This is an optimization exercise on Yosys and OpenROAD, whose aim is small area and a short achievable clock period, not a production implementation. Only simulation tests tie the RTL to the original design; equivalence was not proved. No activity file was given, so power comes from the tool's default toggle rates.

==> trial 37 <==
==> flow/design.v (excerpt) <==
module single_cycle (
    input  logic        i_clk,
    input  logic        i_reset,
    input  logic [31:0] i_io_sw,
    input  logic [31:0] i_inst,
    output logic [31:0] o_io_ledr,
    output logic [31:0] o_io_ledg,
    output logic [31:0] o_io_lcd,
    output logic [6:0]  o_io_hex0,
    output logic [6:0]  o_io_hex1,
    output logic [6:0]  o_io_hex2,
    output logic [6:0]  o_io_hex3,
    output logic [6:0]  o_io_hex4,
    output logic [6:0]  o_io_hex5,
    output logic [6:0]  o_io_hex6,
    output logic [6:0]  o_io_hex7,
    output logic [31:0] o_pc_debug,
    output logic        o_insn_vld
);
Settings: LEC_CHECK=0, CAP_MARGIN=20, CORE_MARGIN=2, CORE_UTILIZATION=40, CTS_BUF_LIST=sky130_fd_sc_hd__clkbuf_16, CTS_CLUSTER_DIAMETER=60, CTS_CLUSTER_SIZE=25, SLEW_MARGIN=20, TNS_END_PERCENT=0; clock period 33.0 ns.
standard.sh (not shown) runs the stock make flow with config.mk's settings and CLKGATE_MAP_FILE= SYNTH_SCRIPT=/design/flow/synth_recipe.tcl, a recipe that flattens the netlist after the stock synthesis.
==> flow/flow/run.sh <==
#!/bin/bash
# The standard layout (standard.sh) with these differences:
#  - synthesis leaves full adders to ABC (ADDER_MAP_FILE empty), so ABC sees the multiplier's
#    carry-save tree as logic and maps the whole path for delay; registers are unchanged;
#  - every input and output port still gets its own buffer, but a buf_1 instead of a delay cell
#    (repair upsizes the ones on critical paths);
#  - CTS with clkbuf_16 leaves of at most 25 sinks, without dummy loads;
#  - repair_timing aims for more setup slack than the 33 ns clock needs (19 ns up to CTS,
#    18.9 ns after global routing), so critical paths get sized and buffered.
# The clock period and the SDC are the design's.
set -euo pipefail
CTS="-sink_clustering_enable -repair_clock_nets -dont_use_dummy_load -buf_list sky130_fd_sc_hd__clkbuf_16 -sink_clustering_size 25 -sink_clustering_max_diameter 60"
PORTS="-inputs -outputs -buffer_cell sky130_fd_sc_hd__buf_1"
bash standard.sh ADDER_MAP_FILE= "BUFFER_PORTS_ARGS=$PORTS" "CTS_ARGS=$CTS" SETUP_SLACK_MARGIN=19 cts > standard_flow_cts.log 2>&1
bash standard.sh ADDER_MAP_FILE= "BUFFER_PORTS_ARGS=$PORTS" "CTS_ARGS=$CTS" SETUP_SLACK_MARGIN=18.9 finish > standard_flow_finish.log 2>&1
==> trial 8: changes against trial 37 <==
==> flow/run.sh (new file) <==
#!/bin/bash
# synth_recipe.tcl (not shown) runs the flow's synth.tcl, then flattens the netlist and writes it again
# the make line also repeats each setting of config.mk as NAME=value (left out here)
make -C /OpenROAD-flow-scripts/flow DESIGN_CONFIG=/design/flow/config.mk WORK_HOME=/design/flow/orfs CLKGATE_MAP_FILE= SYNTH_SCRIPT=/design/flow/synth_recipe.tcl finish
- CORE_UTILIZATION: 40 -> 35
- CTS_CLUSTER_SIZE: 25 -> 20
- SETUP_SLACK_MARGIN: not set -> 5
removed: flow/flow/run.sh
removed: flow/standard.sh
==> trial 57: changes against trial 37 <==
==> flow/flow/run.sh (replaced) <==
#!/bin/bash
# The standard layout (standard.sh) with these differences:
#  - synthesis leaves full adders to ABC (ADDER_MAP_FILE empty), so ABC sees the multiplier's
#    carry-save tree as logic and maps the whole path for delay; registers are unchanged;
#  - every input and output port still gets its own buffer, but a buf_1 instead of a delay cell
#    (repair upsizes the ones on critical paths);
#  - CTS with clkbuf_16 leaves of at most 20 sinks, without dummy loads;
#  - repair_timing aims for more setup slack than the 33 ns clock needs (19 ns up to CTS,
#    19.1 ns after global routing), so critical paths get sized and buffered.
# The clock period and the SDC are the design's.
set -euo pipefail
CTS="-sink_clustering_enable -repair_clock_nets -dont_use_dummy_load -buf_list sky130_fd_sc_hd__clkbuf_16 -sink_clustering_size 20 -sink_clustering_max_diameter 60"
PORTS="-inputs -outputs -buffer_cell sky130_fd_sc_hd__buf_1"
bash standard.sh ADDER_MAP_FILE= "BUFFER_PORTS_ARGS=$PORTS" "CTS_ARGS=$CTS" SETUP_SLACK_MARGIN=19 cts > standard_flow_cts.log 2>&1
bash standard.sh ADDER_MAP_FILE= "BUFFER_PORTS_ARGS=$PORTS" "CTS_ARGS=$CTS" SETUP_SLACK_MARGIN=19.1 finish > standard_flow_finish.log 2>&1
- CTS_CLUSTER_SIZE: 25 -> 20
==> notes.md <==
| metric | trial 8 | trial 57 | trial 37 |
|---|---|---|---|
| Run status | complete, no violations | complete, no violations | complete, no violations |
| Power Internal | 6.92 mW | 6.81 mW | 6.79 mW |
| Comb power | 9.20 mW | 8.55 mW | 8.54 mW |
| Period utilisation layout | 0.560 | 0.438 | 0.441 |
| Final critical-path setup slack | 14.51 ns | 18.55 ns | 18.45 ns |
| Synthesis-to-finish area growth | 12.3% | 12.9% | 12.8% |
| Routed length per placed instance | 36.9 µm | 37.8 µm | 37.7 µm |
| Most frequent standard cell in the layout excluding fill and tap cells | sky130_fd_sc_hd__dfrtp_1 | sky130_fd_sc_hd__nand2_1 | sky130_fd_sc_hd__nand2_1 |
| Initial core utilization | 0.352 | 0.402 | 0.402 |
| Worst endpoint data arrival time | 19.25 ns | 15.28 ns | 15.35 ns |
| Post-Route Hold Slack | 0.482 ns | 0.479 ns | 0.480 ns |
| Post-synthesis compound-gate area fraction | 0.220 | 0.192 | 0.192 |
| Layout Skew | 0.0948 ns | 0.158 ns | 0.191 ns |
| Startpoint of the lowest-slack register-to-register path | u_rf.g_reg[12].q[1]$_DFFE_PN0P_ | u_rf.g_reg[28].q[0]$_DFFE_PN0P_ | u_rf.g_reg[18].q[1]$_DFFE_PN0P_ |
| Switching Fraction | 0.548 | 0.528 | 0.528 |
| Initial DRT Pass Iterations | 9 | 16 | 11 |

==> run F: inputs <==
single_cycle again, from the RTL that the note above started with.
==> flow/config.mk <==
export PLATFORM = sky130hd
export DESIGN_NAME = single_cycle
export DESIGN_NICKNAME = single_cycle
export VERILOG_FILES = /design/flow/design.v
export SDC_FILE = /design/flow/constraint.sdc
export NUM_CORES = 4
export LEC_CHECK = 0
export CAP_MARGIN = 20
export CORE_MARGIN = 2
export CORE_UTILIZATION = 40
export CTS_BUF_LIST = sky130_fd_sc_hd__clkbuf_16
export CTS_CLUSTER_DIAMETER = 60
export CTS_CLUSTER_SIZE = 20
export SLEW_MARGIN = 20
export TNS_END_PERCENT = 0
==> flow/constraint.sdc <==
create_clock -name core_clock -period 33.0 [get_ports {i_clk}]
set_input_delay 6.6000 -clock core_clock [delete_from_list [all_inputs] [get_ports {i_clk}]]
set_output_delay 6.6000 -clock core_clock [all_outputs]
set_load 0.01 [all_outputs]
==> flow/flow/run.sh <==
#!/bin/bash
# The standard layout (standard.sh) with these differences:
#  - synthesis leaves full adders to ABC (ADDER_MAP_FILE empty), so ABC sees the multiplier's
#    carry-save tree as logic and maps the whole path for delay; registers are unchanged;
#  - every input and output port still gets its own buffer, but a buf_1 instead of a delay cell
#    (repair upsizes the ones on critical paths);
#  - CTS with clkbuf_16 leaves of at most 20 sinks, without dummy loads;
#  - repair_timing aims for more setup slack than the 33 ns clock needs (19 ns up to CTS,
#    18.7 ns after global routing), so critical paths get sized and buffered.
# The clock period and the SDC are the design's.
set -euo pipefail
CTS="-sink_clustering_enable -repair_clock_nets -dont_use_dummy_load -buf_list sky130_fd_sc_hd__clkbuf_16 -sink_clustering_size 20 -sink_clustering_max_diameter 60"
PORTS="-inputs -outputs -buffer_cell sky130_fd_sc_hd__buf_1"
bash standard.sh ADDER_MAP_FILE= "BUFFER_PORTS_ARGS=$PORTS" "CTS_ARGS=$CTS" SETUP_SLACK_MARGIN=19 cts > standard_flow_cts.log 2>&1
bash standard.sh ADDER_MAP_FILE= "BUFFER_PORTS_ARGS=$PORTS" "CTS_ARGS=$CTS" SETUP_SLACK_MARGIN=18.7 finish > standard_flow_finish.log 2>&1
==> run A (differences from run F) <==
--- a/flow/flow/run.sh
+++ b/flow/flow/run.sh
@@ -7,5 +7,5 @@
 #  - CTS with clkbuf_16 leaves of at most 20 sinks, without dummy loads;
 #  - repair_timing aims for more setup slack than the 33 ns clock needs (19 ns up to CTS,
-#    18.7 ns after global routing), so critical paths get sized and buffered.
+#    19.4 ns after global routing), so critical paths get sized and buffered.
 # The clock period and the SDC are the design's.
 set -euo pipefail
@@ -13,3 +13,3 @@
 PORTS="-inputs -outputs -buffer_cell sky130_fd_sc_hd__buf_1"
 bash standard.sh ADDER_MAP_FILE= "BUFFER_PORTS_ARGS=$PORTS" "CTS_ARGS=$CTS" SETUP_SLACK_MARGIN=19 cts > standard_flow_cts.log 2>&1
-bash standard.sh ADDER_MAP_FILE= "BUFFER_PORTS_ARGS=$PORTS" "CTS_ARGS=$CTS" SETUP_SLACK_MARGIN=18.7 finish > standard_flow_finish.log 2>&1
+bash standard.sh ADDER_MAP_FILE= "BUFFER_PORTS_ARGS=$PORTS" "CTS_ARGS=$CTS" SETUP_SLACK_MARGIN=19.4 finish > standard_flow_finish.log 2>&1
==> notes.md <==
- Die area is the same in run A and run F.
- Of run F and run A, run A has the higher non-clock buffer count (gap 40).
- Sequential cell count is the same in run F and run A.
- Of run F and run A, run A has the higher combinational power (gap about 1%, measured against run A).
- Design area: run F is smaller than run A (about 0.56%).
- Clock-buffer cell count is the same in run F and run A.
- In synthesized cell count, run F and run A do not differ.
- Final cell count is about the same in run A and run F.
- In clock power, run F and run A hardly differ.
- In global-route usage, run A and run F do not differ.

afterwards: timing with drivers on the ports:
The results above use ideal ports. As a check the final layouts listed here were re-extracted and re-timed, cells and wires unchanged. Step 1: set_driving_cell puts a clkbuf_16 on i_clk and a buf_2 on each other input, an assumption about the parent block. Step 2 moves the port delays by t, midway between the first and last clock arrival at a register: inputs arrive t later, outputs are due t later. That takes back most of the time a late clock gives input paths. Slacks: ideal ports / drivers / drivers and shift; pairs: ideal ports / drivers.
run | t (ns) | setup WS [ns] | worst hold slack (ns) | worst data-port slew with drivers (ns) | cell pins on the clock port's net
trial 37 | 0.996 | 18.453 / 18.522 / 17.526 | 0.480 / 0.480 / 0.480 | 0.20 | 1
trial 8 | 1.046 | 14.515 / 14.612 / 13.566 | 0.482 / 0.482 / 0.482 | 0.27 | 1
trial 57 | 1.012 | 18.546 / 18.611 / 17.622 | 0.479 / 0.479 / 0.479 | 0.21 | 1
run F | 1.017 | 18.429 / 18.517 / 17.500 | 0.479 / 0.479 / 0.479 | 0.22 | 1
run A | 1.012 | 18.546 / 18.611 / 17.622 | 0.479 / 0.479 / 0.479 | 0.21 | 1
After both steps setup and hold are still met in every run listed. The setup slack of trial 8, which loses most, moves by +0.097 ns with the drivers and by -0.949 ns with both steps.
